This design comes from an exercise in tuning for small area and a short achievable clock period on the open sky130 flow, not from production work.
At most, simulation tests tie the RTL to the original design; equivalence was not proved.
Only the layout flow was run in runs 1, 2 and 7; the RTL was not checked for function there.
No activity file was given, so power comes from the tool's default toggle rates.

[design/flow/run.sh]
#!/bin/bash
# synth_recipe.tcl (not shown) runs the flow's synth.tcl, then flattens the netlist and writes it again
# the make line also repeats each setting of config.mk as NAME=value (left out here)
make -C /OpenROAD-flow-scripts/flow DESIGN_CONFIG=/design/flow/config.mk WORK_HOME=/design/flow/orfs CLKGATE_MAP_FILE= SYNTH_SCRIPT=/design/flow/synth_recipe.tcl finish
[design/flow/config.mk]
export PLATFORM = sky130hd
export DESIGN_NAME = fifo
export DESIGN_NICKNAME = fifo
export VERILOG_FILES = /design/flow/design.v
export SDC_FILE = /design/flow/constraint.sdc
export NUM_CORES = 4
export LEC_CHECK = 0
export CAP_MARGIN = 20
export CORE_MARGIN = 2
export CORE_UTILIZATION = 65
export CTS_CLUSTER_DIAMETER = 60
export CTS_CLUSTER_SIZE = 22
export SETUP_SLACK_MARGIN = 1.7
export SLEW_MARGIN = 20
export SYNTH_HIERARCHICAL = 1
[design/flow/constraint.sdc]
create_clock -name core_clock -period 3.0 [get_ports {clk}]
set_input_delay 0.6000 -clock core_clock [delete_from_list [all_inputs] [get_ports {clk}]]
set_output_delay 0.6000 -clock core_clock [all_outputs]
set_load 0.01 [all_outputs]
[design/flow/design.v]
`timescale 1ns / 1ps
module fifo(clk, rst, buf_in, buf_out, wr_en, rd_en, buf_empty, buf_full, fifo_counter);
input clk, rst, wr_en, rd_en;
input [7:0] buf_in;
output [7:0] buf_out;
output buf_full, buf_empty;
output [6:0] fifo_counter;
reg [7:0] buf_out;
reg [6:0] fifo_counter;   
reg buf_full;             
reg buf_empty;            
reg [6:0] cnt;            
reg empty_r;              
reg [511:0] store;
reg [7:0] sel_lo;         
reg [7:0] sel_hi;         
wire wr = wr_en & ~cnt[6];
wire rd = rd_en & ~empty_r;
wire inc = wr & ~rd;
wire dec = rd & ~wr;
wire inc_hi = inc & sel_lo[7];
wire dec_hi = dec & sel_lo[0];
wire rd_last = rd_en & (cnt == 7'd1);
wire [7:0] head;
genvar b, j, q;
generate
  for (b = 0; b < 8; b = b + 1) begin : g_bit
    wire [7:0] grp;
    for (j = 0; j < 8; j = j + 1) begin : g_grp
      wire [7:0] d;
      for (q = 0; q < 8; q = q + 1) begin : g_ent
        assign d[q] = store[8*((8*j + q + 63) % 64) + b];
      end
      fifo_sel8 u_lo (.s(sel_lo), .d(d), .y(grp[j]));
    end
    fifo_sel8 u_hi (.s(sel_hi), .d(grp), .y(head[b]));
  end
endgenerate
always @(posedge clk)
  if (wr)
    store <= {store[503:0], buf_in};
wire [6:0] cnt_inc = cnt + 7'd1;
wire [6:0] cnt_dec = cnt - 7'd1;
wire up = inc & ~rst;
wire dn = dec & ~rst;
wire keep = ~inc & ~dec & ~rst;
wire up_hi = inc_hi & ~rst;
wire dn_hi = dec_hi & ~rst;
wire keep_hi = ~inc_hi & ~dec_hi & ~rst;
wire [6:0] cnt_nx, cnt_out_nx;
wire [7:0] lo_nx, hi_nx;
wire full_nx, empty_nx, empty_out_nx;
generate
  for (q = 0; q < 7; q = q + 1) begin : g_cnt
    fifo_upd u_c (.i(up), .d(dn), .h(keep), .a(cnt_inc[q]), .b(cnt_dec[q]), .c(cnt[q]),
                  .y(cnt_nx[q]));
    fifo_upd u_o (.i(up), .d(dn), .h(keep), .a(cnt_inc[q]), .b(cnt_dec[q]), .c(cnt[q]),
                  .y(cnt_out_nx[q]));
  end
  for (q = 0; q < 8; q = q + 1) begin : g_ring
    if (q == 0) begin : g_first
      fifo_upd_set u_l (.r(rst), .i(up), .d(dn), .h(keep), .a(sel_lo[7]), .b(sel_lo[1]),
                        .c(sel_lo[0]), .y(lo_nx[0]));
      fifo_upd_set u_h (.r(rst), .i(up_hi), .d(dn_hi), .h(keep_hi), .a(sel_hi[7]),
                        .b(sel_hi[1]), .c(sel_hi[0]), .y(hi_nx[0]));
    end else begin : g_rest
      fifo_upd u_l (.i(up), .d(dn), .h(keep), .a(sel_lo[q-1]), .b(sel_lo[(q+1)%8]),
                    .c(sel_lo[q]), .y(lo_nx[q]));
      fifo_upd u_h (.i(up_hi), .d(dn_hi), .h(keep_hi), .a(sel_hi[q-1]), .b(sel_hi[(q+1)%8]),
                    .c(sel_hi[q]), .y(hi_nx[q]));
    end
  end
endgenerate
fifo_upd u_full (.i(up), .d(dn), .h(keep), .a(cnt_inc[6]), .b(cnt_dec[6]), .c(cnt[6]),
                 .y(full_nx));
fifo_eupd u_e (.rst(rst), .wr(wr), .last(rd_last), .e(empty_r), .y(empty_nx));
fifo_eupd u_eo (.rst(rst), .wr(wr), .last(rd_last), .e(empty_r), .y(empty_out_nx));
always @(posedge clk) begin
  cnt <= cnt_nx;
  fifo_counter <= cnt_out_nx;
  buf_full <= full_nx;
  empty_r <= empty_nx;
  buf_empty <= empty_out_nx;
  sel_lo <= lo_nx;
  sel_hi <= hi_nx;
  if (rst)
    buf_out <= 8'd0;
  else if (rd)
    buf_out <= head;
end
endmodule
module fifo_sel8(s, d, y);
input [7:0] s, d;
output y;
assign y = |(s & d);
endmodule
module fifo_upd(i, d, h, a, b, c, y);
input i, d, h, a, b, c;
output y;
assign y = (i & a) | (d & b) | (h & c);
endmodule
module fifo_upd_set(r, i, d, h, a, b, c, y);
input r, i, d, h, a, b, c;
output y;
assign y = r | (i & a) | (d & b) | (h & c);
endmodule
module fifo_eupd(rst, wr, last, e, y);
input rst, wr, last, e;
output y;
assign y = rst | (~wr & (e | last));
endmodule
==> results_dict.tcl, run 1 <==
set metrics [dict create \
    total_leakage_power_nw 9.24 \
    crit_type "flop to flop" \
    complex_gate_fraction_of_the_synthesized_area_pct 12.9 \
    ff2ff_setup_slack_ns 0.88 \
    core_sq_mm 0.0297 \
    finalClockSkew_ns 0.0199 \
    synth_xor_area_share_pct 0.444 \
    max_cap_violations 0 \
    grt_first_pass_wirelength_microns 82400 \
    setup.worst_path.start "sel_lo[3]$_DFF_P_" \
    post_route_cells_drive_above_1_share_pct 27.8 \
    fp.dieArea_sq_mm 0.0317 \
    crit_end "buf_out[3]$_SDFFE_PP0P_" \
    finish.cell_count_without_fillers 1748 \
    final_min_period_over_clock_period_pct 70.6 \
    tritoncts_num_sinks 553 \
    critical-path-slowest-cell "sky130_fd_sc_hd__dfxtp_4" \
    placementRows 63 \
    wl_per_cell_microns 36.7 \
    drtAntennaViolNets 0 \
    max_freq_ghz 0.472 \
    die_width_microns 178 \
    netlist_top_cells_area "sky130_fd_sc_hd__edfxtp_1, sky130_fd_sc_hd__a22oi_1, sky130_fd_sc_hd__dfxtp_1, sky130_fd_sc_hd__nand4_1, sky130_fd_sc_hd__a222oi_1" \
    run_status "no timing/DRC/antenna violations" \
    place.port_buffers 28 \
    critical-path-top-cell-by-count "sky130_fd_sc_hd__nand4_1" \
    routed_via_density 7.75 \
    finish.utilization_pct 88.5 \
    ios 29 \
    cts-hold-fix-buffers 0 \
    critical_path_peak_fanout 27 \
    clockBufferDepth 3 \
    dp.cells 1501 \
    grt_max_degree 28 \
    synth_cells 1050 \
    synth_area_per_cell_sq_um 18.8 \
    antenna_found_initial 0 \
    synthAdderAreaFrac_pct 0.317 \
    setup_violations 0 \
    effective_utilization_at_floorplan_pct 66.4 \
    grt-ovfl-total 0 \
    total_power_w 0.0171 \
    number_of_global_route_vias_before_repair 12700 \
    timing.reg2reg.worst_path_depth 7 \
    critPathCaptureType "flop" \
    report.final.hold_viol_count 0 \
    pre_cts_slack_ns 0.353 \
    worstMarginPinSlew_ns 1.03 \
    crit-reg2reg-capture "buf_out[3]$_SDFFE_PP0P_" \
    synth_top_area_cell "sky130_fd_sc_hd__edfxtp_1" \
    worstSkewPairLatency_ns 0.55 \
    finish.net_count 1354 \
    track_usage_pct 36.3 \
    slew_headroom_pct 31.1 \
    level_count_of_the_clock_h_tree 2 \
    insertedDiodeCount 0 \
    post-route-min-period_ns 2.12 \
    synth.cell_area_sq_mm 0.0197 \
    seq_area_frac_synth_pct 82.1 \
    finalWeightedCongestion 0.797 \
    vias 13500 \
    cts_tree "yes" \
    critPathLaunchType "flop" \
    yosys_register_bits 553 \
    yosysWarnings 7 \
    mappedNetlistNets 1067 \
    tritoncts.num_buffers 35 \
    path_cells "buf_12, a22oi_1, nand4_1, a22oi_2, nand4_1, nand2_1, a21oi_1" \
    synth_cell_type_count 28 \
    synth_top_family_by_area "compound AO/OA/AOI/OAI gates" \
    detail_route.drc_violations 0 \
    hold_path_class "flop to flop" \
    cellPowerDensity_mw_per_mm2 650 \
    timing.critical_path.required_ns 3.42 \
    clock-root-buffer "sky130_fd_sc_hd__clkbuf_16" \
    dr.pass1.iters 8 \
    setup_ws_ns 0.883 \
    worst_path_largest_cell_delay_ns 0.44 \
    irDropWorstVdd_mv 0.773 \
    dp_hpwl_microns 23800 \
    area_growth_pct 33.3 \
    routed_wirelength_microns 64200 \
    clk_transition_reported_paths_ns 0.09 \
    dr.first_iter.drc_count 2485 \
    reg2reg_from "sel_lo[3]$_DFF_P_" \
    unrepaired_setup_endpoints_after_global_routing "yes" \
    arrival_ns 2.54 \
    synth.area.mux_share_pct 0 \
    chipHeight_microns 178 \
    post-synth-top-area-fraction_pct 78.0 \
    tns_ns 0 \
    timing.final.max_slew_violations 0 \
    post_synth_and_or_nand_nor_area_fraction_pct 3.36 \
]
[per-layer routing]
metal  vias to the layer above  GRT usage (%)  wire [microns]
met3                       268           7.61            8300
li1                       5158              -               -
met1                      6719           49.2           21200
met2                      1400           58.2           31000
met5                         -              0               0
met4                         0           15.0            3710
[Yosys stat by module (local to each module, per instance)]
module        flip-flops and latches  cells inside  area (sq um)
fifo_eupd                          0             2          15.0
fifo                             553           622         16600
fifo_upd_set                       0             3          16.3
fifo_sel8                          0             5          36.3
fifo_upd                           0             2          13.8
[power by group]
group          internal, W  switching [W]  total, W
clock              0.00265        0.00273   0.00538
combinational      0.00105       0.000946   0.00200
sequential         0.00922       0.000495   0.00971
total               0.0129        0.00417    0.0171
[through the flow]
step | cell area (sq um) | hold slack [ns]
final | 26300 | 0.450
after global routing | 26300 | 0.450
after CTS | 25500 | 0.441
after detailed placement | 20900 | 0.434
after global placement | 20900 | 0.430
after floorplan | 19800 | 0.427
[layout make-up]
| type | count | area [sq um] |
|---|---|---|
| sequential | 553 | 16300 |
| multi-input combinational | 462 | 3690 |
| timing repair buffer | 251 | 4530 |
| fill | 976 | 3430 |
| inverter | 34 | 134 |
| tap | 390 | 488 |
| clock inverter | 19 | 239 |
| clock buffer | 39 | 933 |
[layout by cell type (no fill, tap or decap), drive strengths merged]
cell type / count
o21bai: 2
dlygate4sd2: 3
bufinv: 4
nand2b: 2
edfxtp: 512
a222oi: 29
nor3b: 1
nand3: 3
nor4: 1
inv: 39
dfxtp: 41
xnor2: 5
buf: 224
nor2: 4
nor3: 1
ha: 5
clkbuf: 52
nand2: 21
nand4: 72
clkinv: 5
and3: 2
nor2b: 6
xor2: 5
a22oi: 290
and2: 1
clkinvlp: 5
clkdlybuf4s50: 8
a221oi: 1
a21oi: 10
and4b: 1
bufbuf: 3
[repair_timing]
action / in CTS / in global routing
gates resized for setup: 278 / 74
setup endpoints to repair: 570 / 570
setup buffers: 85 / 15
pin swaps: 41 / 50
gates cloned: 72 / 17
[synthesized netlist by cell type, drive strengths merged]
cell and instances:
dfxtp 41, xor2 5, inv 33, a222oi 29, and4b 1, xnor2 5, nor4 1, a221oi 1
clkinv 1, a21oi 10, nand3 3, nand2 21, buf 3, nor2 4, ha 5, nand4 72
edfxtp 512, a22oi 290, and3 2, nor3 1, and2 1, nand2b 2, clkbuf 1, nor3b 1
nor2b 3, o21bai 2
[cell families (layout without fill, tap and decap cells)]
family,after synthesis,count (layout)
flops,553,553
compound gates,332,332
simple gates,112,115
buf+inv,38,343
xor+xnor,10,10
fa+ha+maj,5,5
[flip-flops by register name (all words and copies together), names as in the netlist]
name,flops
empty_r,1
cnt,7
fifo_counter,7
store,512
buf_full,1
sel_hi,8
buf_out,8
buf_empty,1
sel_lo,8
[worst min-delay path by stage]
stage | start | endpoint | slack [ns] | cells after the start
2_1_floorplan | store[96]$_DFFE_PP_ | store[104]$_DFFE_PP_ | 0.43 | 0
3_3_place_gp | store[89]$_DFFE_PP_ | store[97]$_DFFE_PP_ | 0.43 | 0
3_5_place_dp | store[416]$_DFFE_PP_ | store[424]$_DFFE_PP_ | 0.43 | 0
4_1_cts | store[379]$_DFFE_PP_ | store[387]$_DFFE_PP_ | 0.44 | 0
5_1_grt | store[251]$_DFFE_PP_ | store[259]$_DFFE_PP_ | 0.45 | 0
6_report | store[47]$_DFFE_PP_ | store[55]$_DFFE_PP_ | 0.45 | 0
[critical path: cells and delay by family, from the launching register on]
kind                   cells  cell delay [ns]
AND/OR/NAND/NOR            3             0.74
AO/OA/AOI/OAI              3             0.59
buffers and inverters      1             0.20
flip-flops                 1             0.44
==> run 2, diff against run 1 <==
--- a/design/flow/config.mk
+++ b/design/flow/config.mk
@@ -10,6 +10,6 @@
 export CORE_UTILIZATION = 65
 export CTS_CLUSTER_DIAMETER = 60
 export CTS_CLUSTER_SIZE = 22
-export SETUP_SLACK_MARGIN = 1.7
+export SETUP_SLACK_MARGIN = 1.4
 export SLEW_MARGIN = 20
 export SYNTH_HIERARCHICAL = 1
==> results_dict.tcl, run 2 <==
set metrics [dict create \
    run_status "no timing/DRC/antenna violations" \
    met1Wirelength_microns 18600 \
    hold_path_class "flop to flop" \
    max_freq_ghz 0.564 \
    dp_hpwl_microns 22800 \
    chipHeight_microns 178 \
    most_common_cell_after_layout_fill_and_taps_aside "sky130_fd_sc_hd__edfxtp_1" \
    critical-path-top-cell-by-count "sky130_fd_sc_hd__nand4_1" \
    power.share.switching_pct 23.0 \
    dr.pass1.iters 7 \
    tritoncts_num_sinks 553 \
    total_leakage_power_nw 7.81 \
    place.port_buffers 28 \
    finish.net_count 1209 \
    vias 11400 \
    critical-path-slowest-cell "sky130_fd_sc_hd__dfxtp_4" \
    largest_register_ff_count 512 \
    post_route_cells_drive_above_1_share_pct 19.8 \
    clock-root-buffer "sky130_fd_sc_hd__clkbuf_16" \
    clockBufferDepth 3 \
    grt-ovfl-total 0 \
    post-synth-top-count-cell "sky130_fd_sc_hd__edfxtp_1" \
    worst_hold_slack_ns 0.449 \
    netlist_top_cells_area "sky130_fd_sc_hd__edfxtp_1, sky130_fd_sc_hd__a22oi_1, sky130_fd_sc_hd__dfxtp_1, sky130_fd_sc_hd__nand4_1, sky130_fd_sc_hd__a222oi_1" \
    grt_max_degree 135 \
    tns_ns 0 \
    synth.cell_area_sq_mm 0.0197 \
    path_cells "buf_12, a22oi_2, nand4_1, a22oi_1, nand4_1, nand2_1, a21oi_1" \
    netlist_top_cells_count "sky130_fd_sc_hd__edfxtp_1, sky130_fd_sc_hd__a22oi_1, sky130_fd_sc_hd__nand4_1" \
    slew_headroom_pct 34.2 \
    placementRows 63 \
    effective_utilization_at_floorplan_pct 66.4 \
    ff2ff_setup_slack_ns 1.23 \
    dp.cells 1496 \
    critPathLaunchType "flop" \
    clk_transition_reported_paths_ns 0.09 \
    irDropWorstVdd_mv 0.618 \
    dpl-instance-area_sq_mm 0.0208 \
    core_sq_mm 0.0297 \
    worstMarginPinSlew_ns 0.985 \
    arrival_ns 2.19 \
    wl_per_cell_microns 29.5 \
    synth-edff-count 512 \
    share_comb_of_total_power_pct 6.9 \
    met3_wirelength_microns 4800 \
    async_flop_share_pct 0 \
    finalWeightedCongestion 0.750 \
    dominantRegCellSynth "sky130_fd_sc_hd__edfxtp_1" \
    tritoncts.num_buffers 37 \
    ios 29 \
    worst_path_largest_cell_delay_ns 0.44 \
    insertedDiodeCount 0 \
    cts_tree "yes" \
    detail_route.drc_violations 0 \
    dr.first_iter.drc_count 1634 \
    report.final.hold_viol_count 0 \
    post-route-min-period_ns 1.77 \
    switching_component_of_the_power_w 0.00366 \
    cts-hold-fix-buffers 0 \
    timing.critical_path.required_ns 3.42 \
    top_reg_by_flops "store" \
    crit_type "flop to flop" \
    finish.utilization_pct 78.3 \
    yosys_register_bits 553 \
    yosysWarnings 7 \
    routed_wirelength_microns 47400 \
    timing.final.max_slew_violations 0 \
    synth_top_area_cell "sky130_fd_sc_hd__edfxtp_1" \
    setup_violations 0 \
    area_growth_pct 18.0 \
    finish.cell_count_without_fillers 1607 \
    power_frac_seq_pct 60.3 \
    most_frequent_cells_in_the_layout "sky130_fd_sc_hd__edfxtp_1, sky130_fd_sc_hd__a22oi_1, sky130_fd_sc_hd__nand4_1" \
    unrepaired_setup_endpoints_after_global_routing "yes" \
    max_cap_violations 0 \
    post-synth-top-area-fraction_pct 78.0 \
    fp.dieArea_sq_mm 0.0317 \
    number_of_global_route_vias_before_repair 11300 \
    antenna_found_initial 0 \
    routed_via_density 7.12 \
    level_count_of_the_clock_h_tree 2 \
    finalClockSkew_ns 0.0133 \
    synth_area_per_cell_sq_um 18.8 \
    topRoutingLayerUsed "met4" \
    internal_power_w 0.0123 \
    worstSkewPairLatency_ns 0.54 \
    critPathCaptureType "flop" \
    die_width_microns 178 \
    synth_cells 1050 \
    met2RoutedLength_microns 22700 \
    grt_first_pass_wirelength_microns 68700 \
    seq_area_frac_synth_pct 82.1 \
    clk_network_pwr_share_pct 32.7 \
    post-route-cell-area_sq_mm 0.0233 \
    synth_cell_type_count 28 \
    final_min_period_over_clock_period_pct 59.2 \
    critical_path_peak_fanout 7 \
    mappedNetlistNets 1067 \
    cellPowerDensity_mw_per_mm2 685 \
    track_usage_pct 29.4 \
    drtAntennaViolNets 0 \
]
run 2: cell counts after synthesis:
Identical to the previous run, type by type.
run 2: Yosys stat by module, one instance, submodules excluded:
| module | area, sq um | flip-flops and latches |
|---|---|---|
| fifo_eupd | 15.0 | 0 |
| fifo_upd | 13.8 | 0 |
| fifo | 16600 | 553 |
| fifo_upd_set | 16.3 | 0 |
| fifo_sel8 | 36.3 | 0 |
run 2: routing by layer:
layer  track usage (%)  vias to the layer above
met3              7.12                       83
met5                 0                        -
li1                  -                     4854
met1              41.9                     5849
met2              45.7                      663
met4              9.72                        0
run 2: cell families after synthesis:
family	Yosys count	share of synthesized area, %
flops	553	82.1
compound gates	332	12.9
simple gates	112	3.36
buf+inv	38	0.819
xor+xnor	10	0.444
fa+ha+maj	5	0.317
run 2: worst max-delay path: cells and delay by family, from the launching register on:
kind                   cells  cell delay (ns)
flip-flops                 1             0.44
AO/OA/AOI/OAI              3             0.46
AND/OR/NAND/NOR            3             0.58
buffers and inverters      1             0.18
run 2: worst paths after layout:
| check | from | end | cells past startpoint |
|---|---|---|---|
| worst min-delay path | store[369]$_DFFE_PP_ | store[377]$_DFFE_PP_ | 0 |
| worst min register to register | store[369]$_DFFE_PP_ | store[377]$_DFFE_PP_ | 0 |
| worst max register to register | sel_lo[5]$_DFF_P_ | buf_out[6]$_SDFFE_PP0P_ | 7 |
| worst max-delay path | sel_lo[5]$_DFF_P_ | buf_out[6]$_SDFFE_PP0P_ | 7 |
run 2: layout make-up:
class                   instances  area, sq um
flip-flops and latches        553        16300
inverters                      34          133
repair buffers                104         1500
well taps                     390          488
multi-input cells             462         3700
fillers                      1558         6440
clock buffers                  42          945
clock inverters                22          253
run 2: per-stage QoR:
stage / total power (W) / setup WS, ns
floorplan: 0.0103 / -6.74
global placement: 0.0106 / 0.376
detailed placement: 0.0106 / 0.347
CTS: 0.0159 / 1.23
global route: 0.0164 / 1.16
finish: 0.0159 / 1.23
run 2: power groups by stage:
stage,Combinational (W),Clock [W],Sequential (W)
finish,0.00110,0.00522,0.00961
CTS,0.000984,0.00530,0.00961
floorplan,0.000508,0,0.00980
detailed placement,0.000859,0,0.00976
global placement,0.000845,0,0.00974
global route,0.00118,0.00553,0.00968
run 2: repair_timing:
action,CTS,global route
cloned,14,10
resized for setup,178,48
buffers inserted,17,6
endpoints found under the setup margin,533,361
endpoints found under the hold margin,0,0
pin swaps,46,49
==> run 3, diff against run 2 <==
--- a/design/flow/design.v
+++ b/design/flow/design.v
@@ -21,7 +21,10 @@
 wire inc_hi = inc & sel_lo[7];
 wire dec_hi = dec & sel_lo[0];
 wire rd_last = rd_en & (cnt == 7'd1);
-wire [7:0] head;
+wire rd_go = rd & ~rst;
+wire rd_hold = ~rd & ~rst;
+wire [7:0] sel_rd = sel_hi & {8{rd_go}};
+wire [7:0] out_nx;
 genvar b, j, q;
 generate
   for (b = 0; b < 8; b = b + 1) begin : g_bit
@@ -33,7 +36,7 @@
       end
       fifo_sel8 u_lo (.s(sel_lo), .d(d), .y(grp[j]));
     end
-    fifo_sel8 u_hi (.s(sel_hi), .d(grp), .y(head[b]));
+    fifo_sel8h u_hi (.s(sel_rd), .d(grp), .h(rd_hold), .q(buf_out[b]), .y(out_nx[b]));
   end
 endgenerate
 always @(posedge clk)
@@ -83,16 +86,19 @@
   buf_empty <= empty_out_nx;
   sel_lo <= lo_nx;
   sel_hi <= hi_nx;
-  if (rst)
-    buf_out <= 8'd0;
-  else if (rd)
-    buf_out <= head;
+  buf_out <= out_nx;
 end
 endmodule
 module fifo_sel8(s, d, y);
 input [7:0] s, d;
 output y;
 assign y = |(s & d);
+endmodule
+module fifo_sel8h(s, d, h, q, y);
+input [7:0] s, d;
+input h, q;
+output y;
+assign y = |(s & d) | (h & q);
 endmodule
 module fifo_upd(i, d, h, a, b, c, y);
 input i, d, h, a, b, c;
--- a/design/flow/config.mk
+++ b/design/flow/config.mk
@@ -10,6 +10,6 @@
 export CORE_UTILIZATION = 65
 export CTS_CLUSTER_DIAMETER = 60
 export CTS_CLUSTER_SIZE = 22
-export SETUP_SLACK_MARGIN = 1.4
+export SETUP_SLACK_MARGIN = 1.2
 export SLEW_MARGIN = 20
 export SYNTH_HIERARCHICAL = 1
==> results_dict.tcl, run 3 <==
set metrics [dict create \
    critPathCaptureType "flop" \
    clock-root-buffer "sky130_fd_sc_hd__clkbuf_16" \
    post-synth-top-area-fraction_pct 77.9 \
    crit_type "flop to flop" \
    synth_cells 1033 \
    chipHeight_microns 178 \
    grt_util_met2_pct 42.2 \
    core_sq_mm 0.0298 \
    dominantRegCellSynth "sky130_fd_sc_hd__edfxtp_1" \
    critical_path_peak_fanout 35 \
    drtAntennaViolNets 0 \
    clockBufferDepth 3 \
    mappedNetlistNets 1050 \
    synth_area_per_cell_sq_um 19.1 \
    dr.first_iter.drc_count 1920 \
    report.final.hold_viol_count 0 \
    worstMarginPinSlew_ns 0.522 \
    most_frequent_cells_in_the_layout "sky130_fd_sc_hd__edfxtp_1, sky130_fd_sc_hd__a22oi_1, sky130_fd_sc_hd__nand4_1" \
    finalClockSkew_ns 0.0112 \
    run_status "no timing/DRC/antenna violations" \
    die_width_microns 178 \
    clk_transition_reported_paths_ns 0.08 \
    setup_ws_ns 1.17 \
    yosys_register_bits 553 \
    dr.pass1.iters 8 \
    place.port_buffers 28 \
    grt-ovfl-total 0 \
    effective_utilization_at_floorplan_pct 66.3 \
    vias 11400 \
    post_route_cells_drive_above_1_share_pct 15.1 \
    tritoncts.num_buffers 35 \
    worstHoldStart "store[155]$_DFFE_PP_" \
    crit-reg2reg-capture "buf_out[4]$_DFF_P_" \
    finalWeightedCongestion 0.763 \
    routed_wirelength_microns 46500 \
    tns_ns 0 \
    area_growth_pct 14.9 \
    n_fill_cell 1658 \
    synth.cell_area_sq_mm 0.0197 \
    grt_max_degree 93 \
    routed_via_density 7.19 \
    hold_path_class "flop to flop" \
    total_power_w 0.0155 \
    seqCellArea_sq_mm 0.0162 \
    async_flop_share_pct 0 \
    finish.utilization_pct 76.1 \
    unrepaired_setup_endpoints_after_global_routing "yes" \
    grt_busiest_layer "met1" \
    pre_cts_slack_ns 0.484 \
    placementRows 63 \
    antenna_found_initial 0 \
    most_common_cell_after_layout_fill_and_taps_aside "sky130_fd_sc_hd__edfxtp_1" \
    slew_headroom_pct 65.1 \
    largest_register_ff_count 512 \
    track_usage_pct 28.1 \
    netlist_top_cells_area "sky130_fd_sc_hd__edfxtp_1, sky130_fd_sc_hd__a22oi_1, sky130_fd_sc_hd__dfxtp_1, sky130_fd_sc_hd__nand4_1, sky130_fd_sc_hd__a222oi_1" \
    seq_area_frac_synth_pct 82.0 \
    yosysWarnings 7 \
    synth-edff-count 512 \
    insertedDiodeCount 0 \
    timing.reg2reg.worst_path_depth 5 \
    critPathLaunchType "flop" \
    wl_per_cell_microns 29.5 \
    hold_path_depth 0 \
    cellPowerDensity_mw_per_mm2 686 \
    worstSkewPairLatency_ns 0.54 \
    tritoncts_num_sinks 553 \
    timing.critical_path.required_ns 3.38 \
    timing.final.max_slew_violations 0 \
    post-synth-top-count-cell "sky130_fd_sc_hd__edfxtp_1" \
    max_cap_violations 0 \
    ios 29 \
    grt_first_pass_wirelength_microns 65900 \
    netlist_top_cells_count "sky130_fd_sc_hd__edfxtp_1, sky130_fd_sc_hd__a22oi_1, sky130_fd_sc_hd__nand4_1" \
    synth_top_area_cell "sky130_fd_sc_hd__edfxtp_1" \
    number_of_global_route_vias_before_repair 10900 \
    met1_usage_pct 43.2 \
    cts_tree "yes" \
    ff2ff_setup_slack_ns 1.17 \
    detail_route.drc_violations 0 \
    finish.net_count 1181 \
    synth_cell_type_count 26 \
    post-route-min-period_ns 1.83 \
    fp.dieArea_sq_mm 0.0318 \
    final_min_period_over_clock_period_pct 60.9 \
    top_reg_by_flops "store" \
    setup_violations 0 \
    max_freq_ghz 0.548 \
    hold_path_end "store[163]$_DFFE_PP_" \
    irDropWorstVdd_mv 0.532 \
    reg2reg_from "sel_lo[0]$_DFF_P_" \
    grt_util_met3_pct 5.71 \
    total_leakage_power_nw 7.67 \
    dp_hpwl_microns 23200 \
    worst_hold_slack_ns 0.448 \
    arrival_ns 2.20 \
    cts-hold-fix-buffers 0 \
    area_taken_by_multi_input_logic_gates_sq_mm 0.00350 \
    level_count_of_the_clock_h_tree 2 \
]
run 3: cell types whose count changed in the layout (fill, tap and decap cells not counted), sizes merged, moves of 9 or more:
cell / before / now
dlygate4sd2: 2 / 13
buf: 85 / 59
and2: 1 / 10
nand2: 21 / 4
a22oi: 290 / 266
nand3: 3 / 12
run 3: worst max-delay path: stages (launching register included):
cell	delay [ns]
sky130_fd_sc_hd__dfxtp_4	0.39
sky130_fd_sc_hd__buf_12	0.20
sky130_fd_sc_hd__a22oi_2	0.23
sky130_fd_sc_hd__nand4_1	0.19
sky130_fd_sc_hd__a222oi_1	0.47
sky130_fd_sc_hd__nand3_1	0.19
run 3: through the flow:
step / cells / cell area [sq um]
2_1_floorplan: 1033 / 19800
3_3_place_gp: 1484 / 21000
3_5_place_dp: 1484 / 21000
4_1_cts: 1563 / 22300
5_1_grt: 1579 / 22700
6_report: 1579 / 22700
run 3: per-module statistics from Yosys, one instance, submodules excluded:
module | flops+latches | area (sq um)
fifo_sel8h | 0 | 46.3
fifo_upd | 0 | 13.8
fifo_upd_set | 0 | 16.3
fifo_sel8 | 0 | 36.3
fifo | 553 | 16600
fifo_eupd | 0 | 15.0
run 3: cell type report:
class                      instances  share of cell area, %
tap                              390                   2.15
inverter                          34                  0.579
timing repair buffer              95                   5.29
clock buffer                      44                   4.20
clock inverter                    18                  0.734
multi-input combinational        445                   15.4
sequential                       553                   71.6
run 3: how the worst max path moves through the flow:
stage                            start                  end  slack, ns  cells after the start
global placement                 wr_en  store[99]$_DFFE_PP_       0.54                      5
CTS                 buf_out[3]$_DFF_P_           buf_out[3]       1.20                      1
finish               sel_lo[0]$_DFF_P_   buf_out[4]$_DFF_P_       1.17                      5
global route         sel_lo[0]$_DFF_P_   buf_out[4]$_DFF_P_       1.12                      5
floorplan                        wr_en    sel_hi[1]$_DFF_P_      -6.73                      6
detailed placement               rd_en   buf_out[4]$_DFF_P_       0.48                      7
run 3: routing by layer:
layer	routed length, microns	part of all wire (%)
met5	0	0
met4	975	2.1
met3	5500	12
met2	21700	47
met1	18400	39
run 3: logic make-up after synthesis:
logic type | synth area share [%]
buffers and inverters | 0.761
DFF | 82.0
and+or+nand+nor | 3.28
xor gates and xnor gates | 0.444
AOI/OAI and AO/OA | 13.2
adders and majority gates | 0.317
run 3: what timing repair did:
item                       4_1_cts  5_1_grt
buffers inserted                14        9
setup endpoints to repair      382      239
pin swaps                        6       13
cloned                           3        7
gates resized for setup         53       33
run 3: power by group:
part           leakage, nW  internal (W)  switching (W)
registers             5.34       0.00921       0.000384
clock network        0.532       0.00241        0.00254
logic                 1.80      0.000351       0.000642
==> run 4, diff against run 3 <==
--- a/design/flow/config.mk
+++ b/design/flow/config.mk
@@ -10,6 +10,6 @@
 export CORE_UTILIZATION = 65
 export CTS_CLUSTER_DIAMETER = 60
 export CTS_CLUSTER_SIZE = 22
-export SETUP_SLACK_MARGIN = 1.2
+export SETUP_SLACK_MARGIN = 1.55
 export SLEW_MARGIN = 20
 export SYNTH_HIERARCHICAL = 1
==> results_dict.tcl, run 4 <==
set metrics [dict create \
    total_leakage_power_nw 8.92 \
    drtAntennaViolNets 0 \
    die_width_microns 178 \
    post-synth-top-count-cell "sky130_fd_sc_hd__edfxtp_1" \
    setup_ws_ns 1.10 \
    critPathLaunchType "flop" \
    path_cells "buf_12, buf_16, a22oi_2, nand4_1, a222oi_1, nand3_1" \
    hold_path_depth 0 \
    yosysWarnings 7 \
    timing.critical_path.required_ns 3.41 \
    internal_power_w 0.0126 \
    post-route-min-period_ns 1.90 \
    tritoncts_num_sinks 553 \
    chipHeight_microns 178 \
    power.share.switching_pct 24.0 \
    share_comb_of_total_power_pct 10.2 \
    netlist_top_cells_area "sky130_fd_sc_hd__edfxtp_1, sky130_fd_sc_hd__a22oi_1, sky130_fd_sc_hd__dfxtp_1, sky130_fd_sc_hd__nand4_1, sky130_fd_sc_hd__a222oi_1" \
    synth_cell_type_count 26 \
    dr.first_iter.drc_count 2432 \
    setup_violations 0 \
    worstMarginPinSlew_ns 0.394 \
    finalWeightedCongestion 0.754 \
    most_frequent_cells_in_the_layout "sky130_fd_sc_hd__edfxtp_1, sky130_fd_sc_hd__a22oi_1, sky130_fd_sc_hd__nand4_1" \
    wl_per_cell_microns 36.8 \
    hold_path_class "flop to flop" \
    placementRows 63 \
    cellPowerDensity_mw_per_mm2 646 \
    cts_tree "yes" \
    detail_route.drc_violations 0 \
    clock-root-buffer "sky130_fd_sc_hd__clkbuf_16" \
    crit_type "flop to flop" \
    report.final.hold_viol_count 0 \
    dr.pass1.iters 7 \
    track_usage_pct 35.8 \
    effective_utilization_at_floorplan_pct 66.3 \
    worst_path_largest_cell_delay_ns 0.44 \
    ios 29 \
    dominantRegCellSynth "sky130_fd_sc_hd__edfxtp_1" \
    synth_top_area_cell "sky130_fd_sc_hd__edfxtp_1" \
    irDropWorstVdd_mv 0.490 \
    clk_transition_reported_paths_ns 0.09 \
    critPathCaptureType "flop" \
    vias 13100 \
    clockBufferDepth 3 \
    fp.dieArea_sq_mm 0.0318 \
    run_status "no timing/DRC/antenna violations" \
    critical-path-slowest-cell "sky130_fd_sc_hd__a222oi_1" \
    total_power_w 0.0165 \
    clk_network_pwr_share_pct 31.2 \
    synth_cells 1033 \
    largest_register_ff_count 512 \
    synth_area_per_cell_sq_um 19.1 \
    worstSkewPairLatency_ns 0.55 \
    power_frac_seq_pct 58.6 \
    finish.utilization_pct 85.8 \
    worst_path_dominant_cell_family "compound AO/OA/AOI/OAI gates" \
    netlist_top_cells_count "sky130_fd_sc_hd__edfxtp_1, sky130_fd_sc_hd__a22oi_1, sky130_fd_sc_hd__nand4_1" \
    yosys_register_bits 553 \
    top_reg_by_flops "store" \
    finish.net_count 1306 \
    grt_first_pass_wirelength_microns 80600 \
    core_sq_mm 0.0298 \
    number_of_global_route_vias_before_repair 12200 \
    area_growth_pct 29.5 \
    most_common_cell_after_layout_fill_and_taps_aside "sky130_fd_sc_hd__edfxtp_1" \
    max_cap_violations 0 \
    grt-ovfl-total 0 \
    seq_area_frac_synth_pct 82.0 \
    unrepaired_setup_endpoints_after_global_routing "yes" \
    final_min_period_over_clock_period_pct 63.4 \
    max_freq_ghz 0.526 \
    pre_cts_slack_ns 0.461 \
    place.port_buffers 28 \
    timing.reg2reg.worst_path_depth 6 \
    arrival_ns 2.31 \
    cts-hold-fix-buffers 0 \
    switching_component_of_the_power_w 0.00396 \
    n_fill_cell 1193 \
    synth-edff-count 512 \
    mappedNetlistNets 1050 \
    timing.final.max_slew_violations 0 \
    tns_ns 0 \
    level_count_of_the_clock_h_tree 2 \
    routed_via_density 7.69 \
    tritoncts.num_buffers 35 \
    synth.cell_area_sq_mm 0.0197 \
    critical_path_peak_fanout 10 \
    routed_wirelength_microns 62800 \
    worstPathBufferInverterCount 2 \
    slew_headroom_pct 73.7 \
    dp_hpwl_microns 21100 \
    grt_max_degree 35 \
    post-synth-top-area-fraction_pct 77.9 \
    post_route_cells_drive_above_1_share_pct 28.4 \
    antenna_found_initial 1 \
    async_flop_share_pct 0 \
    worstSetupPathDepth 6 \
    finalClockSkew_ns 0.0239 \
]
## run 4: cell families (layout without fill, tap and decap cells)
logic type                 after synthesis  count (layout)  synth area share, %
and+or+nand+nor                        105             107                 3.28
xor gates and xnor gates                10              10                0.444
other                                    0               3                    0
adders and majority gates                5               5                0.317
DFF                                    553             553                 82.0
buffers and inverters                   36             315                0.761
AOI/OAI and AO/OA                      324             324                 13.2
## run 4: power groups by stage
stage / Combinational, W / Clock [W] / Sequential [W]
2_1_floorplan: 0.000497 / 0 / 0.00980
3_3_place_gp: 0.000745 / 0 / 0.00982
3_5_place_dp: 0.000765 / 0 / 0.00983
4_1_cts: 0.00134 / 0.00509 / 0.00959
5_1_grt: 0.00173 / 0.00538 / 0.00973
6_report: 0.00168 / 0.00515 / 0.00968
## run 4: final timing paths
path | from | end | slack [ns]
max | sel_lo[5]$_DFF_P_ | buf_out[1]$_DFF_P_ | 1.10
min | store[339]$_DFFE_PP_ | store[347]$_DFFE_PP_ | 0.45
max reg2reg | sel_lo[5]$_DFF_P_ | buf_out[1]$_DFF_P_ | 1.10
min reg2reg | store[339]$_DFFE_PP_ | store[347]$_DFFE_PP_ | 0.45
## run 4: final cells by class
type                       instances  area (sq um)  area share, %
antenna                            3          7.51         0.0294
inverter                          34           134          0.524
multi-input combinational        446          3790           14.8
sequential                       553         16300           63.6
tap                              390           488           1.91
clock inverter                    18           213          0.832
timing repair buffer             219          3760           14.7
clock buffer                      44           920           3.60
## run 4: repair_timing
item / 4_1_cts / 5_1_grt
hold endpoints to repair: 0 / 0
gates resized for setup: 194 / 102
buffers inserted: 76 / 30
cloned: 36 / 29
setup endpoints to repair: 546 / 517
pin swaps: 32 / 55
## run 4: per-module statistics from Yosys, one instance, submodules excluded
module | copies in the design | cells | cell area [sq um]
fifo_upd | 29 | 2 | 13.8
fifo_sel8 | 64 | 5 | 36.3
fifo_upd_set | 2 | 3 | 16.3
fifo_eupd | 2 | 2 | 15.0
fifo | 1 | 605 | 16600
fifo_sel8h | 8 | 5 | 46.3
## run 4: metal layers
metal | part of all wire (%) | wire length (microns) | GRT usage [%]
met1 | 34 | 21300 | 49.7
met2 | 46 | 28900 | 55.3
met3 | 14 | 9000 | 8.46
met4 | 5.8 | 3660 | 15.2
met5 | 0 | 0 | 0
## run 4: per-stage QoR
stage | cell area [sq um] | instances | hold WS (ns)
3_5_place_dp | 20800 | 1471 | 0.433
5_1_grt | 25600 | 1704 | 0.458
4_1_cts | 24100 | 1645 | 0.444
3_3_place_gp | 20800 | 1471 | 0.429
6_report | 25600 | 1707 | 0.452
2_1_floorplan | 19800 | 1033 | 0.427
==> run 5, diff against run 4 <==
--- a/design/flow/config.mk
+++ b/design/flow/config.mk
@@ -10,6 +10,6 @@
 export CORE_UTILIZATION = 65
 export CTS_CLUSTER_DIAMETER = 60
 export CTS_CLUSTER_SIZE = 22
-export SETUP_SLACK_MARGIN = 1.55
+export SETUP_SLACK_MARGIN = 1.4
 export SLEW_MARGIN = 20
 export SYNTH_HIERARCHICAL = 1
==> results_dict.tcl, run 5 <==
set metrics [dict create \
    grt-ovfl-total 0 \
    clk_transition_reported_paths_ns 0.09 \
    crit-reg2reg-capture "buf_out[6]$_DFF_P_" \
    finalClockSkew_ns 0.0216 \
    post-synth-top-count-cell "sky130_fd_sc_hd__edfxtp_1" \
    dpl-instance-area_sq_mm 0.0209 \
    synth_cell_type_count 26 \
    reg2reg_from "sel_lo[2]$_DFF_P_" \
    level_count_of_the_clock_h_tree 2 \
    synth-edff-count 512 \
    worstHoldStart "store[442]$_DFFE_PP_" \
    tritoncts.num_buffers 35 \
    irDropWorstVdd_mv 0.484 \
    core_sq_mm 0.0298 \
    post-route-min-period_ns 1.68 \
    drtAntennaViolNets 0 \
    grt_first_pass_wirelength_microns 71800 \
    setup.worst_path.start "sel_lo[2]$_DFF_P_" \
    max_freq_ghz 0.594 \
    final_min_period_over_clock_period_pct 56.1 \
    post-synth-top-area-fraction_pct 77.9 \
    critical_path_peak_fanout 8 \
    number_of_global_route_vias_before_repair 11200 \
    timing.critical_path.required_ns 3.39 \
    largest_register_ff_count 512 \
    grt_util_met2_pct 46.6 \
    worstMarginPinSlew_ns 0.355 \
    seq_area_frac_synth_pct 82.0 \
    timing.reg2reg.worst_path_depth 7 \
    n_fill_cell 1515 \
    timing.final.max_slew_violations 0 \
    synth.cell_area_sq_mm 0.0197 \
    detail_route.drc_violations 0 \
    insertedDiodeCount 0 \
    grt_max_degree 63 \
    yosysWarnings 7 \
    cts-hold-fix-buffers 0 \
    max_cap_violations 0 \
    routed_via_density 7.32 \
    synth_area_per_cell_sq_um 19.1 \
    dr.first_iter.drc_count 1956 \
    report.final.hold_viol_count 0 \
    async_flop_share_pct 0 \
    vias 11900 \
    clock-root-buffer "sky130_fd_sc_hd__clkbuf_16" \
    tns_ns 0 \
    netlist_top_cells_count "sky130_fd_sc_hd__edfxtp_1, sky130_fd_sc_hd__a22oi_1, sky130_fd_sc_hd__nand4_1" \
    fp.dieArea_sq_mm 0.0318 \
    grt_busiest_layer "met1" \
    synth_top_area_cell "sky130_fd_sc_hd__edfxtp_1" \
    setup_violations 0 \
    total_leakage_power_nw 8.11 \
    worstSkewPairLatency_ns 0.54 \
    mappedNetlistNets 1050 \
    area_growth_pct 20.7 \
    cts_tree "yes" \
    clockBufferDepth 3 \
    placementRows 63 \
    yosys_register_bits 553 \
    dr.pass1.iters 7 \
    tritoncts_num_sinks 553 \
    netlist_top_cells_area "sky130_fd_sc_hd__edfxtp_1, sky130_fd_sc_hd__a22oi_1, sky130_fd_sc_hd__dfxtp_1, sky130_fd_sc_hd__nand4_1, sky130_fd_sc_hd__a222oi_1" \
    critPathLaunchType "flop" \
    crit_type "flop to flop" \
    finish.net_count 1228 \
    grt_util_met3_pct 6.82 \
    post_route_cells_drive_above_1_share_pct 23.9 \
    wl_per_cell_microns 31.2 \
    arrival_ns 2.08 \
    hold_path_class "flop to flop" \
    top_reg_by_flops "store" \
    post-route-cell-area_sq_mm 0.0238 \
    track_usage_pct 31.2 \
    cellPowerDensity_mw_per_mm2 671 \
    place.port_buffers 28 \
    routed_wirelength_microns 50700 \
    most_frequent_cells_in_the_layout "sky130_fd_sc_hd__edfxtp_1, sky130_fd_sc_hd__a22oi_1, sky130_fd_sc_hd__nand4_1" \
    critPathCaptureType "flop" \
    run_status "no timing/DRC/antenna violations" \
    effective_utilization_at_floorplan_pct 66.3 \
    met1_usage_pct 47.8 \
    slew_headroom_pct 76.3 \
    unrepaired_setup_endpoints_after_global_routing "yes" \
    worst_hold_slack_ns 0.446 \
    most_common_cell_after_layout_fill_and_taps_aside "sky130_fd_sc_hd__edfxtp_1" \
    hold_path_end "store[450]$_DFFE_PP_" \
    ff2ff_setup_slack_ns 1.32 \
    die_width_microns 178 \
    dp_hpwl_microns 22700 \
    dominantRegCellSynth "sky130_fd_sc_hd__edfxtp_1" \
    hold_path_depth 0 \
    ios 29 \
    synth_cells 1033 \
    chipHeight_microns 178 \
    finalWeightedCongestion 0.785 \
    antenna_found_initial 0 \
]
## run 5: cell counts after synthesis
No cell type changed its count.
## run 5: report_power, final
group / internal [W] / switching (W)
Combinational: 0.000486 / 0.000693
Sequential: 0.00921 / 0.000413
Clock: 0.00258 / 0.00261
## run 5: timing repair
| action | 4_1_cts | 5_1_grt |
|---|---|---|
| resized for setup | 183 | 66 |
| gates cloned | 16 | 9 |
| setup endpoints to repair | 502 | 298 |
| pin swaps | 48 | 62 |
| setup buffers | 39 | 12 |
## run 5: final cells by class
class / count / area [sq um] / area share (%)
Tap cell: 390 / 488 / 2.05
Clock buffer: 43 / 948 / 3.98
Multi-Input combinational cell: 447 / 3780 / 15.9
Clock inverter: 18 / 208 / 0.871
Inverter: 34 / 134 / 0.562
Sequential cell: 553 / 16300 / 68.2
Timing Repair Buffer: 140 / 2010 / 8.43
## run 5: through the flow
stage / util, % / setup slack [ns] / cells / total power (W)
floorplan: - / -6.73 / 1033 / 0.0103
global placement: 70.3 / 0.473 / 1488 / 0.0106
detailed placement: 70.3 / 0.428 / 1488 / 0.0106
CTS: 78.1 / 1.33 / 1604 / 0.0159
global route: 80.0 / 1.22 / 1625 / 0.0164
finish: 80.0 / 1.32 / 1625 / 0.0160
## run 5: worst max-delay path by stage
stage / slack [ns] / cells after the start / to
final: 1.32 / 7 / buf_out[6]$_DFF_P_
after global routing: 1.22 / 7 / sel_lo[1]$_DFF_P_
after CTS: 1.33 / 6 / buf_out[6]$_DFF_P_
after detailed placement: 0.43 / 8 / cnt[5]$_DFF_P_
after global placement: 0.47 / 8 / fifo_counter[3]$_DFF_P_
after floorplan: -6.73 / 6 / sel_hi[1]$_DFF_P_
## run 5: critical path, stage by stage, from the launching register on
cell and delay, ns:
sky130_fd_sc_hd__dfxtp_4 0.40, sky130_fd_sc_hd__buf_12 0.16, sky130_fd_sc_hd__buf_16 0.16, sky130_fd_sc_hd__a22oi_1 0.18, sky130_fd_sc_hd__nand4_1 0.13, sky130_fd_sc_hd__a22o_1 0.24, sky130_fd_sc_hd__a221oi_2 0.16, sky130_fd_sc_hd__nand3_1 0.12
## run 5: kinds of logic after synthesis
family	Yosys count	synth area share (%)
xor gates and xnor gates	10	0.444
DFF	553	82.0
buffers and inverters	36	0.761
and+or+nand+nor	105	3.28
AOI/OAI and AO/OA	324	13.2
adders and majority gates	5	0.317
## run 5: routing by layer
metal | wire [microns] | part of all wire [%] | vias to the layer above
li1 | - | - | 4887
met1 | 19300 | 38 | 6030
met2 | 23500 | 46 | 884
met3 | 6600 | 13 | 96
met4 | 1250 | 2.5 | 0
met5 | 0 | 0 | -
## run 5: per-module statistics from Yosys (local to each module, per instance)
module / times used / flip-flops and latches / area [sq um] / cells
fifo: 1 / 553 / 16600 / 605
fifo_eupd: 2 / 0 / 15.0 / 2
fifo_sel8: 64 / 0 / 36.3 / 5
fifo_sel8h: 8 / 0 / 46.3 / 5
fifo_upd: 29 / 0 / 13.8 / 2
fifo_upd_set: 2 / 0 / 16.3 / 3
==> run 6, diff against run 5 <==
==> design/flow/flow/run.sh (new file) <==
#!/bin/bash
# The standard ORFS layout, with three changes:
#  - the port buffers are plain buf cells (buffer_ports would otherwise pick
#    a delay cell that the footprint-matching resizer can never swap out);
#  - the resizer may swap cells across footprints (MATCH_CELL_FOOTPRINT=0);
#  - clock tree synthesis inserts no dummy loads.
# The make output goes to standard.log; ORFS keeps each step's log under orfs/logs.
set -euo pipefail
export BUFFER_PORTS_ARGS="-buffer_cell sky130_fd_sc_hd__buf_2"
export CTS_ARGS="-sink_clustering_enable -repair_clock_nets -sink_clustering_size 22 -sink_clustering_max_diameter 60 -dont_use_dummy_load"
bash standard.sh MATCH_CELL_FOOTPRINT=0 finish > standard.log 2>&1
==> design/flow/standard.sh (new file) <==
#!/bin/bash
# synth_recipe.tcl (not shown) runs the flow's synth.tcl, then flattens the netlist and writes it again
# the make line also repeats each setting of config.mk as NAME=value (left out here)
make -C /OpenROAD-flow-scripts/flow DESIGN_CONFIG=/design/flow/config.mk WORK_HOME=/design/flow/orfs CLKGATE_MAP_FILE= SYNTH_SCRIPT=/design/flow/synth_recipe.tcl "${@:-finish}"
--- a/design/flow/config.mk
+++ b/design/flow/config.mk
@@ -8,8 +8,6 @@
 export CAP_MARGIN = 20
 export CORE_MARGIN = 2
 export CORE_UTILIZATION = 65
-export CTS_CLUSTER_DIAMETER = 60
-export CTS_CLUSTER_SIZE = 22
 export SETUP_SLACK_MARGIN = 1.4
 export SLEW_MARGIN = 20
 export SYNTH_HIERARCHICAL = 1
removed: design/flow/run.sh
==> results_dict.tcl, run 6 <==
set metrics [dict create \
    largest_register_ff_count 512 \
    n_fill_cell 1590 \
    level_count_of_the_clock_h_tree 2 \
    dp_hpwl_microns 21600 \
    synth.cell_area_sq_mm 0.0197 \
    worstSkewPairLatency_ns 0.54 \
    cellPowerDensity_mw_per_mm2 648 \
    synth_cells 1033 \
    critical-path-slowest-cell "sky130_fd_sc_hd__a222oi_1" \
    max_freq_ghz 0.565 \
    top_reg_by_flops "store" \
    worstMarginPinSlew_ns 0.541 \
    track_usage_pct 31.8 \
    chipHeight_microns 178 \
    yosysWarnings 7 \
    area_taken_by_multi_input_logic_gates_sq_mm 0.00361 \
    seqCellArea_sq_mm 0.0163 \
    timing.final.max_slew_violations 0 \
    async_flop_share_pct 0 \
    post-synth-top-area-fraction_pct 77.9 \
    grt-ovfl-total 0 \
    detail_route.drc_violations 0 \
    ios 29 \
    most_frequent_cells_in_the_layout "sky130_fd_sc_hd__edfxtp_1, sky130_fd_sc_hd__a22oi_1, sky130_fd_sc_hd__nand4_1" \
    total_leakage_power_nw 7.90 \
    critPathCaptureType "flop" \
    critPathLaunchType "flop" \
    dpl-instance-area_sq_mm 0.0207 \
    post-route-min-period_ns 1.77 \
    most_common_cell_after_layout_fill_and_taps_aside "sky130_fd_sc_hd__edfxtp_1" \
    irDropWorstVdd_mv 0.549 \
    routed_via_density 7.42 \
    clk_transition_reported_paths_ns 0.08 \
    post-route-cell-area_sq_mm 0.0232 \
    slew_headroom_pct 63.9 \
    max_cap_violations 0 \
    core_sq_mm 0.0298 \
    finalClockSkew_ns 0.0476 \
    seq_area_frac_synth_pct 82.0 \
    finalWeightedCongestion 0.742 \
    cts_tree "yes" \
    synth_cell_type_count 26 \
    clockBufferDepth 3 \
    mappedNetlistNets 1050 \
    number_of_global_route_vias_before_repair 11400 \
    netlist_top_cells_count "sky130_fd_sc_hd__edfxtp_1, sky130_fd_sc_hd__a22oi_1, sky130_fd_sc_hd__nand4_1" \
    post_route_cells_drive_above_1_share_pct 20.9 \
    yosys_register_bits 553 \
    hold_path_class "input pin to flop" \
    worst_path_dominant_cell_family "compound AO/OA/AOI/OAI gates" \
    dr.first_iter.drc_count 1652 \
    tritoncts.num_buffers 34 \
    synth_area_per_cell_sq_um 19.1 \
    worstPathBufferInverterCount 1 \
    placementRows 63 \
    place.port_buffers 28 \
    area_growth_pct 17.7 \
    vias 11800 \
    critical_path_peak_fanout 14 \
    die_width_microns 178 \
    post-synth-top-count-cell "sky130_fd_sc_hd__edfxtp_1" \
    antenna_found_initial 0 \
    crit_type "flop to flop" \
    unrepaired_setup_endpoints_after_global_routing "yes" \
    timing.critical_path.required_ns 3.37 \
    run_status "no timing/DRC/antenna violations" \
    drtAntennaViolNets 0 \
    effective_utilization_at_floorplan_pct 66.3 \
    dominantRegCellSynth "sky130_fd_sc_hd__edfxtp_1" \
    synth-edff-count 512 \
    path_cells "buf_12, a22oi_1, nand4_1, a222oi_1, nand3_1" \
    fp.dieArea_sq_mm 0.0318 \
    tritoncts_num_sinks 553 \
    worst_path_largest_cell_delay_ns 0.49 \
    grt_first_pass_wirelength_microns 72600 \
    dr.pass1.iters 8 \
    synth_top_area_cell "sky130_fd_sc_hd__edfxtp_1" \
    final_min_period_over_clock_period_pct 59.0 \
    routed_wirelength_microns 51400 \
    clock-root-buffer "sky130_fd_sc_hd__clkbuf_16" \
    wl_per_cell_microns 32.3 \
    setup_violations 0 \
    grt_max_degree 185 \
    finish.net_count 1220 \
    report.final.hold_viol_count 0 \
    arrival_ns 2.14 \
    worst_hold_slack_ns 0.237 \
    insertedDiodeCount 0 \
    netlist_top_cells_area "sky130_fd_sc_hd__edfxtp_1, sky130_fd_sc_hd__a22oi_1, sky130_fd_sc_hd__dfxtp_1, sky130_fd_sc_hd__nand4_1, sky130_fd_sc_hd__a222oi_1" \
]
-- run 6: cell counts after synthesis --
No cell type changed its count.
-- run 6: final cells by class --
type                       instances  area share (%)
clock buffer                      34            3.66
inverter                          34           0.565
multi-input combinational        445            15.5
sequential                       553            69.9
timing repair buffer             135            8.19
tap                              390            2.10
-- run 6: path summary, 6_finish.rpt --
kind              slack (ns)                   end                  from  cells after the start
hold reg to reg         0.44  store[354]$_DFFE_PP_  store[346]$_DFFE_PP_                      0
hold / removal          0.24    store[5]$_DFFE_PP_             buf_in[5]                      1
setup / recovery        1.23    buf_out[0]$_DFF_P_     sel_lo[0]$_DFF_P_                      5
setup reg to reg        1.23    buf_out[0]$_DFF_P_     sel_lo[0]$_DFF_P_                      5
-- run 6: timing repair --
| action | 4_1_cts | 5_1_grt |
|---|---|---|
| pin swaps | 43 | 38 |
| hold buffers | 0 | 0 |
| setup endpoints to repair | 542 | 543 |
| setup buffers | 38 | 5 |
| resized for setup | 85 | 40 |
| cloned | 26 | 12 |
-- run 6: kinds of logic after synthesis --
group,after synthesis,share of synthesized area [%]
AND/OR/NAND/NOR,105,3.28
adder cells (fa/ha/maj),5,0.317
flip-flops,553,82.0
buffers and inverters,36,0.761
XOR/XNOR,10,0.444
AO/OA/AOI/OAI,324,13.2
-- run 6: where the power goes --
group	internal (W)	switching, W	total, W
clock	0.00202	0.00230	0.00432
sequential	0.00922	0.000387	0.00960
combinational	0.000444	0.000693	0.00114
-- run 6: per-layer routing --
layer / share of wire (%) / track usage (%)
met4: 2.1 / 7.49
met3: 14 / 7.76
met1: 38 / 47.0
met2: 46 / 49.0
met5: 0 / 0
-- run 6: stage by stage --
| step | setup WS, ns | setup TNS [ns] | util, % | total power, W | std cells |
|---|---|---|---|---|---|
| 2_1_floorplan | -6.73 | -3186.64 | - | 0.0103 | 1033 |
| 6_report | 1.23 | 0 | 78.0 | 0.0151 | 1591 |
| 5_1_grt | 1.24 | 0 | 78.0 | 0.0155 | 1591 |
| 3_5_place_dp | 0.650 | 0 | 69.5 | 0.0106 | 1476 |
| 4_1_cts | 1.18 | 0 | 76.7 | 0.0150 | 1574 |
| 3_3_place_gp | 0.696 | 0 | 69.5 | 0.0105 | 1476 |
-- run 6: Yosys stat by module, one instance, submodules excluded --
module / flip-flops and latches / cell area [sq um]
fifo_sel8: 0 / 36.3
fifo_upd: 0 / 13.8
fifo_upd_set: 0 / 16.3
fifo_eupd: 0 / 15.0
fifo: 553 / 16600
fifo_sel8h: 0 / 46.3
==> run 7, diff against run 6 <==
--- a/design/flow/design.v
+++ b/design/flow/design.v
@@ -12,7 +12,7 @@
 reg [6:0] cnt;            
 reg empty_r;              
 reg [511:0] store;
-reg [7:0] sel_lo;         
+reg [31:0] sel_lo;        
 reg [7:0] sel_hi;         
 wire wr = wr_en & ~cnt[6];
 wire rd = rd_en & ~empty_r;
@@ -34,7 +34,7 @@
       for (q = 0; q < 8; q = q + 1) begin : g_ent
         assign d[q] = store[8*((8*j + q + 63) % 64) + b];
       end
-      fifo_sel8 u_lo (.s(sel_lo), .d(d), .y(grp[j]));
+      fifo_sel8 u_lo (.s(sel_lo[8*(b/2) +: 8]), .d(d), .y(grp[j]));
     end
     fifo_sel8h u_hi (.s(sel_rd), .d(grp), .h(rd_hold), .q(buf_out[b]), .y(out_nx[b]));
   end
@@ -51,7 +51,8 @@
 wire dn_hi = dec_hi & ~rst;
 wire keep_hi = ~inc_hi & ~dec_hi & ~rst;
 wire [6:0] cnt_nx, cnt_out_nx;
-wire [7:0] lo_nx, hi_nx;
+wire [31:0] lo_nx;
+wire [7:0] hi_nx;
 wire full_nx, empty_nx, empty_out_nx;
 generate
   for (q = 0; q < 7; q = q + 1) begin : g_cnt
@@ -62,15 +63,20 @@
   end
   for (q = 0; q < 8; q = q + 1) begin : g_ring
     if (q == 0) begin : g_first
-      fifo_upd_set u_l (.r(rst), .i(up), .d(dn), .h(keep), .a(sel_lo[7]), .b(sel_lo[1]),
-                        .c(sel_lo[0]), .y(lo_nx[0]));
       fifo_upd_set u_h (.r(rst), .i(up_hi), .d(dn_hi), .h(keep_hi), .a(sel_hi[7]),
                         .b(sel_hi[1]), .c(sel_hi[0]), .y(hi_nx[0]));
     end else begin : g_rest
-      fifo_upd u_l (.i(up), .d(dn), .h(keep), .a(sel_lo[q-1]), .b(sel_lo[(q+1)%8]),
-                    .c(sel_lo[q]), .y(lo_nx[q]));
       fifo_upd u_h (.i(up_hi), .d(dn_hi), .h(keep_hi), .a(sel_hi[q-1]), .b(sel_hi[(q+1)%8]),
                     .c(sel_hi[q]), .y(hi_nx[q]));
+    end
+  end
+  for (q = 0; q < 32; q = q + 1) begin : g_lo
+    if (q % 8 == 0) begin : g_first
+      fifo_upd_set u_l (.r(rst), .i(up), .d(dn), .h(keep), .a(sel_lo[q+7]), .b(sel_lo[q+1]),
+                        .c(sel_lo[q]), .y(lo_nx[q]));
+    end else begin : g_rest
+      fifo_upd u_l (.i(up), .d(dn), .h(keep), .a(sel_lo[q-1]), .b(sel_lo[q-q%8+(q+1)%8]),
+                    .c(sel_lo[q]), .y(lo_nx[q]));
     end
   end
 endgenerate
==> results_dict.tcl, run 7 <==
set metrics [dict create \
    synth_top_area_cell "sky130_fd_sc_hd__edfxtp_1" \
    wl_per_cell_microns 27.7 \
    largest_register_ff_count 512 \
    place.port_buffers 28 \
    die_width_microns 182 \
    power.share.switching_pct 22.0 \
    crit-reg2reg-capture "sel_hi[2]$_DFF_P_" \
    worst_path_largest_cell_delay_ns 0.36 \
    total_power_w 0.0155 \
    chipHeight_microns 182 \
    async_flop_share_pct 0 \
    pre_cts_slack_ns 0.410 \
    arrival_ns 2.20 \
    antenna_found_initial 1 \
    netlist_top_cells_count "sky130_fd_sc_hd__edfxtp_1, sky130_fd_sc_hd__a22oi_1, sky130_fd_sc_hd__dfxtp_1" \
    finalClockSkew_ns 0.0281 \
    dp_hpwl_microns 22400 \
    post-synth-top-count-cell "sky130_fd_sc_hd__edfxtp_1" \
    tns_ns 0 \
    routed_via_density 7.07 \
    number_of_global_route_vias_before_repair 11100 \
    vias 11600 \
    area_growth_pct 13.4 \
    track_usage_pct 26.3 \
    internal_power_w 0.0121 \
    setup_ws_ns 1.20 \
    netlist_top_cells_area "sky130_fd_sc_hd__edfxtp_1, sky130_fd_sc_hd__a22oi_1, sky130_fd_sc_hd__dfxtp_1, sky130_fd_sc_hd__a222oi_1, sky130_fd_sc_hd__nand4_1" \
    finish.cell_count_without_fillers 1638 \
    routed_wirelength_microns 45400 \
    grt_max_degree 222 \
    clk_network_pwr_share_pct 29.1 \
    worst_hold_slack_ns 0.241 \
    most_common_cell_after_layout_fill_and_taps_aside "sky130_fd_sc_hd__edfxtp_1" \
    irDropWorstVdd_mv 0.577 \
    grt-ovfl-total 0 \
    final_min_period_over_clock_period_pct 60.2 \
    mappedNetlistNets 1125 \
    critPathLaunchType "flop" \
    switching_component_of_the_power_w 0.00340 \
    tritoncts_num_sinks 577 \
    dominantRegCellSynth "sky130_fd_sc_hd__edfxtp_1" \
    drtAntennaViolNets 0 \
    cellPowerDensity_mw_per_mm2 664 \
    finalWeightedCongestion 0.779 \
    path_cells "nand2b_4, clkinvlp_4, ha_4, nor2b_4, and2_4, a222oi_1, inv_1" \
    setup_violations 0 \
    timing.final.max_slew_violations 0 \
    timing.critical_path.required_ns 3.39 \
    seq_area_frac_synth_pct 81.1 \
    share_comb_of_total_power_pct 6.3 \
    hold_path_class "input pin to flop" \
    total_leakage_power_nw 7.99 \
    worstMarginPinSlew_ns 0.920 \
    fp.dieArea_sq_mm 0.0331 \
    clockBufferDepth 3 \
    max_freq_ghz 0.554 \
    critical-path-slowest-cell "sky130_fd_sc_hd__dfxtp_4" \
    timing.reg2reg.worst_path_depth 7 \
    power_frac_seq_pct 64.7 \
    synth_cells 1108 \
    effective_utilization_at_floorplan_pct 65.7 \
    dr.first_iter.drc_count 1728 \
    reg2reg_from "cnt[6]$_DFF_P_" \
    yosysWarnings 7 \
    ff2ff_setup_slack_ns 1.20 \
    ios 29 \
    dp.cells 1542 \
    critPathCaptureType "flop" \
    level_count_of_the_clock_h_tree 2 \
    post-synth-top-area-fraction_pct 74.8 \
    worstSkewPairLatency_ns 0.53 \
    core_sq_mm 0.0313 \
    post_route_cells_drive_above_1_share_pct 18.1 \
    finish.net_count 1254 \
    yosys_register_bits 577 \
    critical_path_peak_fanout 8 \
    most_frequent_cells_in_the_layout "sky130_fd_sc_hd__edfxtp_1, sky130_fd_sc_hd__a22oi_1, sky130_fd_sc_hd__nand4_1" \
    crit_type "flop to flop" \
    tritoncts.num_buffers 36 \
    clk_transition_reported_paths_ns 0.08 \
    clock-root-buffer "sky130_fd_sc_hd__clkbuf_16" \
    dr.pass1.iters 9 \
    cts-hold-fix-buffers 0 \
    placementRows 65 \
    slew_headroom_pct 38.7 \
    detail_route.drc_violations 0 \
    synth.cell_area_sq_mm 0.0206 \
    synth-edff-count 512 \
    cts_tree "yes" \
    setup.worst_path.start "cnt[6]$_DFF_P_" \
    grt_first_pass_wirelength_microns 65900 \
    max_cap_violations 0 \
    crit_end "sel_hi[2]$_DFF_P_" \
    synth_area_per_cell_sq_um 18.6 \
    synth_cell_type_count 26 \
    top_reg_by_flops "store" \
    run_status "no timing/DRC/antenna violations" \
    post-route-min-period_ns 1.80 \
    unrepaired_setup_endpoints_after_global_routing "yes" \
    report.final.hold_viol_count 0 \
    largestRegisters "store: 512 flops, sel_lo: 32 flops" \
]
==> run 7: worst min-delay path by stage <==
stage	startpoint	endpoint	slack [ns]	cells past startpoint
4_1_cts	buf_in[4]	store[4]$_DFFE_PP_	0.22	1
3_5_place_dp	store[455]$_DFFE_PP_	store[463]$_DFFE_PP_	0.43	0
6_report	buf_in[4]	store[4]$_DFFE_PP_	0.24	1
5_1_grt	buf_in[4]	store[4]$_DFFE_PP_	0.23	1
2_1_floorplan	store[96]$_DFFE_PP_	store[104]$_DFFE_PP_	0.43	0
3_3_place_gp	store[358]$_DFFE_PP_	store[366]$_DFFE_PP_	0.43	0
==> run 7: worst max-delay path, delay by kind of cell, from the launching register on <==
family | cells | cell delay [ns]
adder cells (fa/ha/maj) | 1 | 0.23
AO/OA/AOI/OAI | 1 | 0.32
AND/OR/NAND/NOR | 3 | 0.50
buffers and inverters | 2 | 0.26
flip-flops | 1 | 0.36
==> run 7: power by group through the flow <==
stage                     clock network [W]  logic [W]  registers (W)
final                               0.00450   0.000968         0.0100
after detailed placement                  0   0.000734         0.0102
after floorplan                           0   0.000522         0.0101
after global routing                0.00485    0.00104         0.0101
after CTS                           0.00460   0.000851         0.0100
after global placement                    0   0.000725         0.0102
==> run 7: stage by stage <==
step                area, sq um  utilization [%]
floorplan                 20600                -
global placement          21300             68.1
detailed placement        21300             68.1
CTS                       22800             72.7
global route              23300             74.5
finish                    23300             74.5
==> run 7: timing repair <==
action | 4_1_cts | 5_1_grt
gates cloned | 9 | 5
resized for setup | 110 | 41
endpoints found under the setup margin | 504 | 494
buffers inserted | 12 | 33
pin swaps | 16 | 44
==> run 7: kinds of logic (layout without fill, tap and decap cells) <==
logic type,Yosys count,count (layout),synth area share [%]
xor+xnor,10,10,0.426
buf+inv,57,181,1.11
other cells,0,1,0
flops,577,577,81.1
compound gates,351,351,13.8
simple gates,108,111,3.20
fa+ha+maj,5,5,0.304
==> run 7: area by class of cell <==
type                    count  area, sq um
repair buffers             90         1040
flip-flops and latches    577        16800
fillers                  1823         7990
diodes                      1         2.50
clock buffers              36          901
well taps                 402          503
inverters                  55          210
multi-input cells         477         3840
==> run 7: metal layers <==
layer / GRT usage, % / part of all wire [%] / vias to the layer above
met3: 4.59 / 9.2 / 77
met4: 8.23 / 2.7 / 0
met1: 40.5 / 42 / 5851
met2: 39.3 / 46 / 589
li1: - / - / 5058
met5: 0 / 0 / -
==> run 7: modules after synthesis, one instance, submodules excluded <==
module | copies in the design | cells
fifo_upd_set | 5 | 3
fifo_sel8 | 64 | 5
fifo_upd | 50 | 2
fifo_sel8h | 8 | 5
fifo_eupd | 2 | 2
fifo | 1 | 629

static timing again, ports no longer ideal:
No port has a modelled driver above. Below, the same layouts with a new extraction and two added sets of constraints. Step 1 assumes that a clkbuf_16 drives the clock port and a buf_2 every other input. Step 2 also shifts input and output timing later by t, the mid clock arrival at the registers, as if the neighbouring blocks saw the same clock. Slacks: no drivers / after step 1 / after step 2; pairs: no drivers / after step 1.
run | t, ns | setup slack, ns | hold slack, ns | latest minus earliest clock arrival (ns) | pins driven straight from the clock port
run 1 | 0.595 | 0.883 / 0.883 / 0.797 | 0.450 / 0.450 / 0.450 | 0.025 / 0.025 | 1
run 2 | 0.581 | 1.225 / 1.225 / 0.859 | 0.449 / 0.449 / 0.449 | 0.017 / 0.017 | 1
run 3 | 0.578 | 1.174 / 1.167 / 0.801 | 0.448 / 0.448 / 0.448 | 0.019 / 0.018 | 1
run 4 | 0.594 | 1.097 / 1.097 / 0.715 | 0.452 / 0.452 / 0.452 | 0.029 / 0.028 | 1
run 5 | 0.587 | 1.316 / 1.316 / 0.852 | 0.446 / 0.446 / 0.446 | 0.026 / 0.026 | 1
run 6 | 0.569 | 1.230 / 1.230 / 0.842 | 0.237 / 0.207 / 0.441 | 0.048 / 0.048 | 1
run 7 | 0.566 | 1.195 / 1.195 / 0.834 | 0.241 / 0.211 / 0.438 | 0.036 / 0.036 | 1
After both steps setup and hold are still met in every run listed. For run 5, which loses most, drivers alone change the setup slack by 0.000 ns; drivers and shift together by -0.464 ns.
